Source: an optimization exercise on an open RTL-to-GDS flow (aim: small area). Production flows keep margins and buffers that such runs may drop.
The RTL was checked by simulation tests, not by an equivalence proof against the original design.

## build 61
// processing_element
module processing_element (
    input clk, reset,
    input [15:0] in_a, in_b,
    output reg [15:0] out_a, out_b,
    output reg [31:0] acc
);
For scale: about 800 cells after synthesis, roughly 98 I/O pins, about 8700 µm² of cells after synthesis.
clock: 8.0 ns
lec_check: 0
cap_margin: 0
core_margin: 2
core_utilization: 40
gpl_timing_driven: 0
slew_margin: 0
synth_hierarchical: 1
standard.sh (not shown) runs the stock make flow with config.mk's settings and CLKGATE_MAP_FILE= SYNTH_SCRIPT=/design/flow/synth_recipe.tcl, a recipe that flattens the netlist after the stock synthesis.
==> flow/flow/run.sh <==
#!/bin/bash
# Standard ORFS layout, with smaller port buffers, synthesis buffers removed
# at floorplan, and a clock tree of small buffers without dummy loads.
set -euo pipefail
export BUFFER_PORTS_ARGS="-buffer_cell sky130_fd_sc_hd__buf_1"
export REMOVE_ABC_BUFFERS=1
export CTS_ARGS="-sink_clustering_enable -repair_clock_nets -dont_use_dummy_load -root_buf sky130_fd_sc_hd__clkbuf_8 -buf_list sky130_fd_sc_hd__clkbuf_4 -sink_clustering_size 6"
bash standard.sh > flow_make.log 2>&1
Looking at the reports, build 61 completed the entire flow and the layout it produced met the timing, DRC and antenna checks.
Inputs modified between build 61 and build 8:
==> flow/flow/run.sh <==
#!/bin/bash
# Standard ORFS layout, with smaller port buffers, synthesis buffers removed
# at floorplan, and a clock tree of small buffers without dummy loads.
set -euo pipefail
export BUFFER_PORTS_ARGS="-buffer_cell sky130_fd_sc_hd__buf_1"
export REMOVE_ABC_BUFFERS=1
export CTS_ARGS="-sink_clustering_enable -repair_clock_nets -dont_use_dummy_load -root_buf sky130_fd_sc_hd__clkbuf_16 -buf_list sky130_fd_sc_hd__clkbuf_16 -sink_clustering_size 64 -sink_clustering_max_diameter 400 -balance_levels"
bash standard.sh > flow_make.log 2>&1
Results
Build 8 against build 61: first-pass GRT wire length has increased, final core utilization has increased.
Status: proportion of final cell area spent on non-clock buffers parity (build 8, build 61)
Global router's overall resource usage essentially unchanged between build 8 and build 61.
Final standard cell area without fillers in build 8 vs build 61: up 100 µm²
For build 5, these inputs were changed with respect to build 8:
==> flow/flow/run.sh <==
#!/bin/bash
# Standard ORFS layout, with smaller port buffers, synthesis buffers removed
# at floorplan, and a clock tree of small buffers without dummy loads.
set -euo pipefail
export BUFFER_PORTS_ARGS="-buffer_cell sky130_fd_sc_hd__buf_1"
export REMOVE_ABC_BUFFERS=1
export RECOVER_POWER=100
export CTS_ARGS="-sink_clustering_enable -repair_clock_nets -dont_use_dummy_load -buf_list sky130_fd_sc_hd__clkbuf_8"
bash standard.sh > flow_make.log 2>&1
--- outcome ---
What the final checks of build 5 revealed, after a flow that finished every stage, was a layout that fails on capacitance limit, slew limit. Changes observed in build 5 relative to build 8: worst stage delay on the critical path stayed essentially flat, data arrival time of the critical path stayed essentially flat, count of instances resized after the clock tree is built stayed essentially flat. Logic depth of the worst path, buffers included for build 5: 1 up relative to build 8. Area growth from synthesis to layout on build 5 is down relative to build 8. sky130_fd_sc_hd__fa_1 as the slowest library cell on the worst path was reported by build 5, and sky130_fd_sc_hd__inv_1 by build 8. Sort build 8 and build 5 by headroom to the max-slew limit asc -> top: build 5. Delta (build 5 minus build 8): wire length did not really move; global-route wire length before repair went down.
## Diff of input files: build 68 against build 5
==> flow/flow/run.sh <==
#!/bin/bash
# Standard ORFS layout, with smaller port buffers, synthesis buffers removed
# at floorplan, and a clock tree of small buffers without dummy loads.
set -euo pipefail
export BUFFER_PORTS_ARGS="-buffer_cell sky130_fd_sc_hd__buf_1"
export REMOVE_ABC_BUFFERS=1
export CTS_ARGS="-sink_clustering_enable -repair_clock_nets -dont_use_dummy_load -buf_list sky130_fd_sc_hd__clkbuf_4 -sink_clustering_size 8 -sink_clustering_max_diameter 60"
bash standard.sh > flow_make.log 2>&1
[summary]
Having completed the whole flow, build 68 delivered a layout that passed the timing, DRC and antenna checks. Register clock-pin slew on the reported worst setup and hold paths in build 68 is 0.04 ns above build 5. Reported for build 5 and build 68, post-placement setup slack turned out identical to the last digit. Ratio of final minimum period to clock period: build 68 vs build 5 — no meaningful difference. On worst setup slack: between build 5 and build 68, it ends up lower for build 5. Going from build 5 to build 68, routed wire length fell about 0.3%; global-route usage about even; length of the first detailed-routing pass in iterations rose 1.
--- input diff build 68..build 57 ---
- ABC_AREA now 1, previously not set
==> flow/flow/run.sh <==
#!/bin/bash
# Standard ORFS layout, with smaller port buffers, synthesis buffers removed
# at floorplan, and a clock tree of small buffers without dummy loads.
set -euo pipefail
export BUFFER_PORTS_ARGS="-buffer_cell sky130_fd_sc_hd__buf_1"
export REMOVE_ABC_BUFFERS=1
export CTS_ARGS="-sink_clustering_enable -repair_clock_nets -dont_use_dummy_load -buf_list sky130_fd_sc_hd__clkbuf_8"
bash standard.sh > flow_make.log 2>&1
Findings:
Per the comparison of build 57 with build 68, first-pass GRT wire length grew by 2.6%, clock skew decreased 0.0079 ns. Looking at final critical-path share of the clock period, build 57 sits 7.6 points below build 68.
Input-level comparison between build 79 and build 57:
- ABC_AREA removed (was 1)
[summary]
Build 79 completed end to end with timing, DRC and antenna clean. Build 57 closes out successfully: all stages finished, all timing, DRC and antenna checks passed. Going from build 57 to build 79, fill cell instance count of the final layout shrank by a few percent. Delta (build 79 minus build 57): global-route usage over all layers up 0.70 points; maximum cell stage delay along the critical path down 0.03 ns; total die area down about 2.2%; measured slew at the worst slew-check pin down 0.010 ns; tapcell count down about 1.8%. Between build 57 and build 79, multi-input combinational cell area decreased. Hold slack: build 79 and build 57 compared, higher one is build 79. The faster design of the two is build 57; build 79 tops out lower.

* * *

## v7
Another version of the RTL of processing_element (not shown whole).
For scale: roughly 770 cells after synthesis, roughly 64 flip-flops, roughly 98 I/O pins, roughly 8800 um^2 of cells after synthesis.
Settings: LEC_CHECK=0, CAP_MARGIN=20, CORE_MARGIN=2, CORE_UTILIZATION=40, SLEW_MARGIN=20, SYNTH_HIERARCHICAL=1; clock period 8.0 ns.
run.sh (not shown) runs the stock make flow with config.mk's settings and CLKGATE_MAP_FILE= SYNTH_SCRIPT=/design/flow/synth_recipe.tcl, a recipe that flattens the netlist after the stock synthesis.
Stock flow here: none of the scripts above is used.
v7: PASS, flow complete, no timing, DRC or antenna violations
--- input diff v7..v42 ---
==> flow/flow/run.sh (new file) <==
#!/bin/bash
# Standard ORFS layout, with smaller port buffers and no CTS dummy loads.
set -euo pipefail
export BUFFER_PORTS_ARGS="-buffer_cell sky130_fd_sc_hd__buf_1"
export CTS_ARGS="-sink_clustering_enable -repair_clock_nets -dont_use_dummy_load"
bash standard.sh > flow_make.log 2>&1
==> flow/standard.sh (new file) <==
#!/bin/bash
# synth_recipe.tcl (not shown) runs the flow's synth.tcl, then flattens the netlist and writes it again
# the make line also repeats each setting of config.mk as NAME=value (left out here)
make -C /OpenROAD-flow-scripts/flow DESIGN_CONFIG=/design/flow/config.mk WORK_HOME=/design/flow/orfs CLKGATE_MAP_FILE= SYNTH_SCRIPT=/design/flow/synth_recipe.tcl "${@:-finish}"
--- a/flow/config.mk
+++ b/flow/config.mk
@@ -6,7 +6,9 @@
 export NUM_CORES = 4
 export LEC_CHECK = 0
-export CAP_MARGIN = 20
+export CAP_MARGIN = 0
 export CORE_MARGIN = 2
 export CORE_UTILIZATION = 40
-export SLEW_MARGIN = 20
+export CTS_BUF_LIST = sky130_fd_sc_hd__clkbuf_2
+export GPL_TIMING_DRIVEN = 0
+export SLEW_MARGIN = 0
 export SYNTH_HIERARCHICAL = 1
removed: flow/run.sh
### Flow results
- Compared with v7, v42 shows a higher fraction of standard cell area in multi-input logic.
- Taking v7 as the reference, in v42 critical path depth higher; design area lower; worst path arrival time higher; first-pass GRT wire length higher.
#### Input delta (v50 over v42)
--- a/flow/config.mk
+++ b/flow/config.mk
@@ -9,5 +9,5 @@
 export CORE_MARGIN = 2
 export CORE_UTILIZATION = 40
-export CTS_BUF_LIST = sky130_fd_sc_hd__clkbuf_2
+export CTS_BUF_LIST = sky130_fd_sc_hd__clkbuf_4
 export GPL_TIMING_DRIVEN = 0
 export SLEW_MARGIN = 0
## What came out
Diff v42..v50 | non-clock buffer count in the final layout | unchanged. | last weighted congestion value of the routability-driven placer | v50 vs v42 | ≈ equal |. v50 against v42: final core utilization neither gained nor lost much. v42 -> v50: post-CTS setup buffer count flat. Sequential-to-total area share from yosys stat came out exactly the same in v50 and v42. Between v50 and v42, the adder-cell share of the synthesized area figures differ only marginally.

* * *

processing_element again, from the RTL that the note above started with.
==> flow/design.v (excerpt) <==
module processing_element (
    input clk, reset,
    input [15:0] in_a, in_b,
    output reg [15:0] out_a, out_b,
    output reg [31:0] acc
);
  wire [15:0] na, nb;
  pe_inv16 u_ia (.a(in_a), .y(na));
  pe_inv16 u_ib (.a(in_b), .y(nb));
  wire pp_0_0 = ~(na[0] | nb[0]);
  wire pp_0_1 = ~(na[0] | nb[1]);
  wire pp_0_2 = ~(na[0] | nb[2]);
  wire pp_0_3 = ~(na[0] | nb[3]);
  wire pp_0_4 = ~(na[0] | nb[4]);
  wire pp_0_5 = ~(na[0] | nb[5]);
  wire pp_0_6 = ~(na[0] | nb[6]);
  wire pp_0_7 = ~(na[0] | nb[7]);
  wire pp_0_8 = ~(na[0] | nb[8]);
  wire pp_0_9 = ~(na[0] | nb[9]);
  wire pp_0_10 = ~(na[0] | nb[10]);
  wire pp_0_11 = ~(na[0] | nb[11]);
  wire pp_0_12 = ~(na[0] | nb[12]);
  wire pp_0_13 = ~(na[0] | nb[13]);
  wire pp_0_14 = ~(na[0] | nb[14]);
  wire pp_0_15 = ~(na[0] | nb[15]);
  wire pp_1_0 = ~(na[1] | nb[0]);
  wire pp_1_1 = ~(na[1] | nb[1]);
  wire pp_1_2 = ~(na[1] | nb[2]);
  wire pp_1_3 = ~(na[1] | nb[3]);
  ...
export LEC_CHECK = 0
export CAP_MARGIN = 0
export CORE_MARGIN = 2
export CORE_UTILIZATION = 40
export SLEW_MARGIN = 0
export SYNTH_HIERARCHICAL = 1
create_clock -name core_clock -period 8.0 [get_ports {clk}]
standard.sh (not shown) runs the stock make flow with config.mk's settings and CLKGATE_MAP_FILE= SYNTH_SCRIPT=/design/flow/synth_recipe.tcl, a recipe that flattens the netlist after the stock synthesis.
==> flow/flow/run.sh <==
#!/bin/bash
# Standard ORFS layout, with smaller port buffers and no CTS dummy loads.
set -euo pipefail
export BUFFER_PORTS_ARGS="-buffer_cell sky130_fd_sc_hd__buf_1"
export CTS_ARGS="-sink_clustering_enable -repair_clock_nets -dont_use_dummy_load"
bash standard.sh > flow_make.log 2>&1
Edit:
==> flow/flow/run.sh (replaced) <==
#!/bin/bash
# Standard ORFS layout, with smaller port buffers, synthesis buffers removed
# at floorplan, and a clock tree of small buffers without dummy loads.
set -euo pipefail
export BUFFER_PORTS_ARGS="-buffer_cell sky130_fd_sc_hd__buf_1"
export REMOVE_ABC_BUFFERS=1
export CTS_ARGS="-sink_clustering_enable -repair_clock_nets -dont_use_dummy_load -buf_list sky130_fd_sc_hd__clkbuf_8"
bash standard.sh > flow_make.log 2>&1
--- a/flow/config.mk
+++ b/flow/config.mk
@@ -9,4 +9,5 @@
 export CORE_MARGIN = 2
 export CORE_UTILIZATION = 40
+export GPL_TIMING_DRIVEN = 0
 export SLEW_MARGIN = 0
 export SYNTH_HIERARCHICAL = 1
After rerunning: The changed run finished clean. Count of clock-buffer cells in the layout stays the same. Clock skew came out higher by 0.0053 ns. Sequential share of layout area goes up by 0.56 points. Utilization falls by 1.5 points. First-iteration DRC count came out lower by 7.1%. Die area does not change. Global-route usage goes down by 0.49 points.

port drivers added, routing unchanged:
The results above use ideal ports. As a check the final layouts listed here were re-extracted and re-timed, cells and wires unchanged. Step 1, drivers: a clkbuf_16 drives clk and a buf_2 each remaining input, both assumed. Step 2 adds t to the input delays and takes it off the output delays; t is the mean of the earliest and latest rising clock arrival at the registers after step 1. Input paths then give back, and output paths get back, about the clock's delay inside the block. Three values: no drivers, after step 1, after step 2; two values: the first two.
run | t, ns | setup WS [ns] | worst setup path at the end
build 61 | 0.410 | 0.857 / 0.875 / 0.465 | input to register
build 8 | 0.385 | 0.792 / 0.813 / 0.428 | input to register
build 5 | 0.408 | 0.848 / 0.867 / 0.458 | input to register
build 68 | 0.486 | 0.859 / 0.877 / 0.391 | input to register
build 57 | 0.408 | 1.464 / 1.487 / 1.079 | input to register
build 79 | 0.410 | 0.857 / 0.875 / 0.465 | input to register
v7 | 0.395 | 0.715 / 0.726 / 0.331 | input to register
v42 | 0.388 | 0.469 / 0.494 / 0.106 | input to register
v50 | 0.388 | 0.469 / 0.494 / 0.106 | input to register
the first run of note 3 | 0.385 | 1.034 / 1.055 / 0.670 | input to register
the second run of note 3 | 0.401 | 0.860 / 0.875 / 0.474 | input to register
The setup slack of build 68, which loses most, moves by +0.018 ns with the drivers and by -0.468 ns with both steps.
